From an optimization exercise on the open Yosys and OpenROAD flow, aimed at small area; shortcuts taken in it are not production practice. In this exercise RTL edits were held to simulation tests only and were not proved equivalent to the original. The flow treats the clock pin as an ideal source, which a real chip does not have.

## viterbi_top
module viterbi_top (
    input  logic        clk,
    input  logic        rst,         
    input  logic        in_valid,    
    input  logic [7:0]  in0,         
    input  logic [7:0]  in1,         
    output logic        out_valid,   
    output logic [31:0] out_bits     
);
    logic [4:0]  t;                  
    logic [5:0]  pm [4];             
    logic [28:0] sv [4];             
    logic [3:0]  sd;                 
    logic        ph;                 
    function automatic logic [5:0] add6(input logic [5:0] x, input logic [5:0] y,
                                        input logic ci);
        logic c;
        c = ci;
        for (int i = 0; i < 6; i++) begin
            add6[i] = x[i] ^ y[i] ^ c;
            c = (x[i] & y[i]) | (x[i] & c) | (y[i] & c);
        end
    endfunction
    function automatic logic lt6(input logic [5:0] x, input logic [5:0] y);
        logic c;
        c = 1'b1;
        for (int i = 0; i < 5; i++)
            c = (x[i] & ~y[i]) | (x[i] & c) | (~y[i] & c);
        lt6 = x[5] ^ ~y[5] ^ c;
    endfunction
    function automatic logic neg6(input logic [5:0] x, input logic [5:0] y);
        logic c;
        c = 1'b0;
        for (int i = 0; i < 5; i++)
            c = (x[i] & y[i]) | (x[i] & c) | (y[i] & c);
        neg6 = x[5] ^ y[5] ^ c;
    endfunction
    logic [2:0] p0, p1;
    assign p0 = ~in0[7:5];
    assign p1 = ~in1[7:5];
    logic [5:0] pp, k, r0, r1;
    assign pp = add6({{3{p0[2]}}, p0}, {{3{p1[2]}}, p1}, 1'b1);     
    assign k  = {pp[4:0], 1'b0};
    assign r0 = {{2{p0[2]}}, p0, 1'b1};
    assign r1 = {{2{p1[2]}}, p1, 1'b1};
    logic [5:0] d01, d23, h01, h23, dq;
    assign d01 = add6(pm[0], ~pm[1], 1'b1);
    assign d23 = add6(pm[2], ~pm[3], 1'b1);
    assign h01 = {d01[5], d01[5:1]};
    assign h23 = {d23[5], d23[5:1]};
    assign dq  = add6({{3{p1[2]}}, p1}, ~{{3{p0[2]}}, p0}, 1'b1);
    logic init;
    logic [3:0] dec;
    assign init = (t[4:1] == 4'd0);
    assign dec[0] = !init && !lt6(h01, pp);
    assign dec[2] = !init && !neg6(h01, pp);
    assign dec[1] = !init && !lt6(h23, dq);
    assign dec[3] = !init && !neg6(h23, dq);
    logic [5:0] c0b, c2a, c1a, c1b, c3a, c3b;      
  ...
For scale: roughly 700 cells after synthesis, roughly 150 flip-flops, ~52 I/O pins.
export LEC_CHECK = 0
export CAP_MARGIN = 20
export CELL_PAD_IN_SITES_DETAIL_PLACEMENT = 1
export CORE_MARGIN = 2
export CORE_UTILIZATION = 30
export PLACE_DENSITY = 0.5
export SLEW_MARGIN = 20
export SYNTH_HIERARCHICAL = 1
create_clock -name core_clock -period 10.0 [get_ports {clk}]
standard.sh (not shown) runs the stock make flow with config.mk's settings and CLKGATE_MAP_FILE= SYNTH_SCRIPT=/design/flow/synth_recipe.tcl, a recipe that flattens the netlist after the stock synthesis.
==> flow/flow/run.sh <==
#!/bin/bash
# The standard layout (standard.sh, standard synthesis unchanged) with
# three changes that only affect buffering and sizing:
#  - every port gets a buffer, the smallest one (buf_1);
#  - the clock tree is built from clkbuf_8 cells, without dummy loads;
#  - after global routing, cells on paths with positive slack are sized down.
# The make output goes to standard.log; ORFS's per-step logs stay under orfs/logs.
set -euo pipefail
export BUFFER_PORTS_ARGS="-buffer_cell sky130_fd_sc_hd__buf_1"
export CTS_ARGS="-sink_clustering_enable -repair_clock_nets -buf_list sky130_fd_sc_hd__clkbuf_8 -dont_use_dummy_load"
export RECOVER_POWER=100
bash standard.sh finish > standard.log 2>&1
The baseline reached the layout checks and failed them: capacitance limit, slew limit.
Rerun with:
--- a/flow/flow/run.sh
+++ b/flow/flow/run.sh
@@ -6 +6,2 @@
-#  - after global routing, cells on paths with positive slack are sized down.
+#  - before the placement-stage repair, cells on paths with positive slack
+#    are sized down (flow/pre_resize.tcl).
@@ -11 +12 @@
-export RECOVER_POWER=100
+export PRE_RESIZE_TCL="$(pwd)/flow/pre_resize.tcl"
==> flow/flow/pre_resize.tcl (new file) <==
# Before the placement-stage repair_design: size down cells on paths with
# positive slack. repair_design, which follows, then fixes any slew or
# capacitance limit this breaks.
estimate_parasitics -placement
repair_timing -recover_power 100 -verbose
Settings changed: CORE_UTILIZATION 30 to 45, PLACE_DENSITY 0.5 to 0.6.
The changed run produced a clean layout.
Cell count decreases by roughly a tenth.
Design area went down slightly.
Wire length came out lower by a few percent.
Sequential cell count does not change.
Via count grows by a few percent.
Core utilization came out higher by 16 points.
Die area went down by a quarter to a third.
Rerun with:
--- a/flow/flow/run.sh
+++ b/flow/flow/run.sh
@@ -3 +3 @@
-# three changes that only affect buffering and sizing:
+# changes that only affect buffering and sizing:
@@ -5 +5,3 @@
-#  - the clock tree is built from clkbuf_8 cells, without dummy loads;
+#  - the clock tree is built from clkbuf_8 cells, without dummy loads, and
+#    then each of its buffers is sized down to clkbuf_4 where the clock slew
+#    at every flip-flop stays at most 120 ps (flow/post_cts.tcl);
@@ -12,0 +15 @@
+export POST_CTS_TCL="$(pwd)/flow/post_cts.tcl"
==> flow/flow/post_cts.tcl (new file) <==
proc my_clk_pin_slew_ps {} {
  set w 0
  foreach pin [all_registers -clock_pins -edge_triggered] {
    foreach e {rise fall} {
      set ps [expr {[sta::time_ui_sta [get_property $pin slew_max_$e]] * 1e12}]
      if {$ps > $w} { set w $ps }
    }
  }
  return $w
}
estimate_parasitics -placement
set_propagated_clock [all_clocks]
set small [get_lib_cells */sky130_fd_sc_hd__clkbuf_4]
set big [get_lib_cells */sky130_fd_sc_hd__clkbuf_8]
set n 0
foreach inst [get_cells *] {
  if {[get_property $inst ref_name] ne "sky130_fd_sc_hd__clkbuf_8"} { continue }
  replace_cell $inst $small
  estimate_parasitics -placement
  if {[my_clk_pin_slew_ps] > 120.0} {
    replace_cell $inst $big
    estimate_parasitics -placement
  } else {
    incr n
  }
}
puts "post_cts: sized $n clock buffers down, worst clock pin slew [my_clk_pin_slew_ps] ps"
Settings changed: CORE_UTILIZATION 45 to 30, PLACE_DENSITY 0.6 to 0.5.
Global-route usage fell by 6.3 points. Wire length grows by 4.0%. Setup slack improved by 0.11 ns. Cell area came out higher by 0.79%. Synthesized cell count does not change.
Rerun with:
--- a/flow/flow/run.sh
+++ b/flow/flow/run.sh
@@ -6,2 +6,3 @@
-#    then each of its buffers is sized down to clkbuf_4 where the clock slew
-#    at every flip-flop stays at most 120 ps (flow/post_cts.tcl);
+#    then (flow/post_cts.tcl) cells on paths with positive slack are sized down
+#    again, and each clock buffer is sized down to clkbuf_4 where the clock slew
+#    at every flip-flop stays at most 120 ps;
--- a/flow/flow/post_cts.tcl
+++ b/flow/flow/post_cts.tcl
@@ -12,0 +13,5 @@
+# Size down cells on paths with positive slack once more, then fix any slew
+# or capacitance limit that breaks.
+repair_timing -recover_power 100 -verbose
+repair_design -cap_margin $::env(CAP_MARGIN) -slew_margin $::env(SLEW_MARGIN) -verbose
+estimate_parasitics -placement
Settings changed: CAP_MARGIN 20 to 0, CORE_UTILIZATION 30 to 55, PLACE_DENSITY 0.5 to 0.7, SLEW_MARGIN 20 to 0.
The changed run ran to the end with no violations.
Register-to-register slack gets worse by 0.51 ns.
Fmax came out lower by 2.3%.
Wire length came out lower by 2.2%.
Flip-flop and latch count is unchanged.
Rerun with:
--- a/flow/flow/run.sh
+++ b/flow/flow/run.sh
@@ -3 +3 @@
-# changes that only affect buffering and sizing:
+# three changes that only affect buffering and sizing:
@@ -5,4 +5 @@
-#  - the clock tree is built from clkbuf_8 cells, without dummy loads, and
-#    then (flow/post_cts.tcl) cells on paths with positive slack are sized down
-#    again, and each clock buffer is sized down to clkbuf_4 where the clock slew
-#    at every flip-flop stays at most 120 ps;
+#  - the clock tree is built from clkbuf_8 cells, without dummy loads;
@@ -16 +12,0 @@
-export POST_CTS_TCL="$(pwd)/flow/post_cts.tcl"
Settings changed: CAP_MARGIN 0 to 20, CORE_UTILIZATION 55 to 30, PLACE_DENSITY 0.7 to 0.5, SLEW_MARGIN 0 to 20.
removed: flow/flow/post_cts.tcl
Outcome: Hold slack stays flat. Routed wire length rises by 2.3%.
Rerun with:
--- a/flow/flow/run.sh
+++ b/flow/flow/run.sh
@@ -3 +3 @@
-# three changes that only affect buffering and sizing:
+# changes that only affect buffering and sizing:
@@ -5 +5,3 @@
-#  - the clock tree is built from clkbuf_8 cells, without dummy loads;
+#  - the clock tree is built from clkbuf_8 cells, without dummy loads, and
+#    then each of its buffers is sized down to clkbuf_4 where the clock slew
+#    at every flip-flop stays at most 120 ps (flow/post_cts.tcl);
@@ -12,0 +15 @@
+export POST_CTS_TCL="$(pwd)/flow/post_cts.tcl"
==> flow/flow/post_cts.tcl (new file) <==
proc my_clk_pin_slew_ps {} {
  set w 0
  foreach pin [all_registers -clock_pins -edge_triggered] {
    foreach e {rise fall} {
      set ps [expr {[sta::time_ui_sta [get_property $pin slew_max_$e]] * 1e12}]
      if {$ps > $w} { set w $ps }
    }
  }
  return $w
}
estimate_parasitics -placement
set_propagated_clock [all_clocks]
set small [get_lib_cells */sky130_fd_sc_hd__clkbuf_4]
set big [get_lib_cells */sky130_fd_sc_hd__clkbuf_8]
set n 0
foreach inst [get_cells *] {
  if {[get_property $inst ref_name] ne "sky130_fd_sc_hd__clkbuf_8"} { continue }
  replace_cell $inst $small
  estimate_parasitics -placement
  if {[my_clk_pin_slew_ps] > 120.0} {
    replace_cell $inst $big
    estimate_parasitics -placement
  } else {
    incr n
  }
}
puts "post_cts: sized $n clock buffers down, worst clock pin slew [my_clk_pin_slew_ps] ps"
Settings changed: CAP_MARGIN 20 to 0, CORE_UTILIZATION 30 to 45, PLACE_DENSITY 0.5 to 0.6, SLEW_MARGIN 20 to 0.
=>
- global-route usage came out higher by 6.2 points
- die area came out lower by a quarter to a third
- non-clock buffer count came out lower by 6

## afterwards: timing with drivers on the ports
How much do the figures lean on ideal ports? The routed layouts below were timed once more, with nothing changed but the port constraints. Step 1, drivers: a clkbuf_16 drives clk and a buf_2 each remaining input, both assumed. Step 2 moves the port delays by t, midway between the first and last clock arrival at a register: inputs arrive t later, outputs are due t later. That takes back most of the time a late clock gives input paths. a / b / c = ideal ports / drivers / drivers and shift; a / b = the first two.
run	shift t [ns]	slack for setup (ns)	hold slack, ns	clock arrival spread, ns	cell pins on the clock port's net
the first run	0.488	0.704 / 0.661 / 1.149	0.447 / 0.447 / 0.447	0.039 / 0.040	1
the second run	0.476	0.670 / 0.631 / 1.107	0.444 / 0.444 / 0.444	0.034 / 0.035	1
the third run	0.594	0.778 / 0.730 / 1.324	0.456 / 0.456 / 0.456	0.038 / 0.038	1
the fourth run	0.610	0.563 / 0.525 / 1.135	0.448 / 0.448 / 0.448	0.050 / 0.050	1
the fifth run	0.493	0.609 / 0.563 / 1.056	0.450 / 0.450 / 0.450	0.044 / 0.044	1
the sixth run	0.570	0.587 / 0.550 / 1.119	0.452 / 0.452 / 0.452	0.036 / 0.037	1
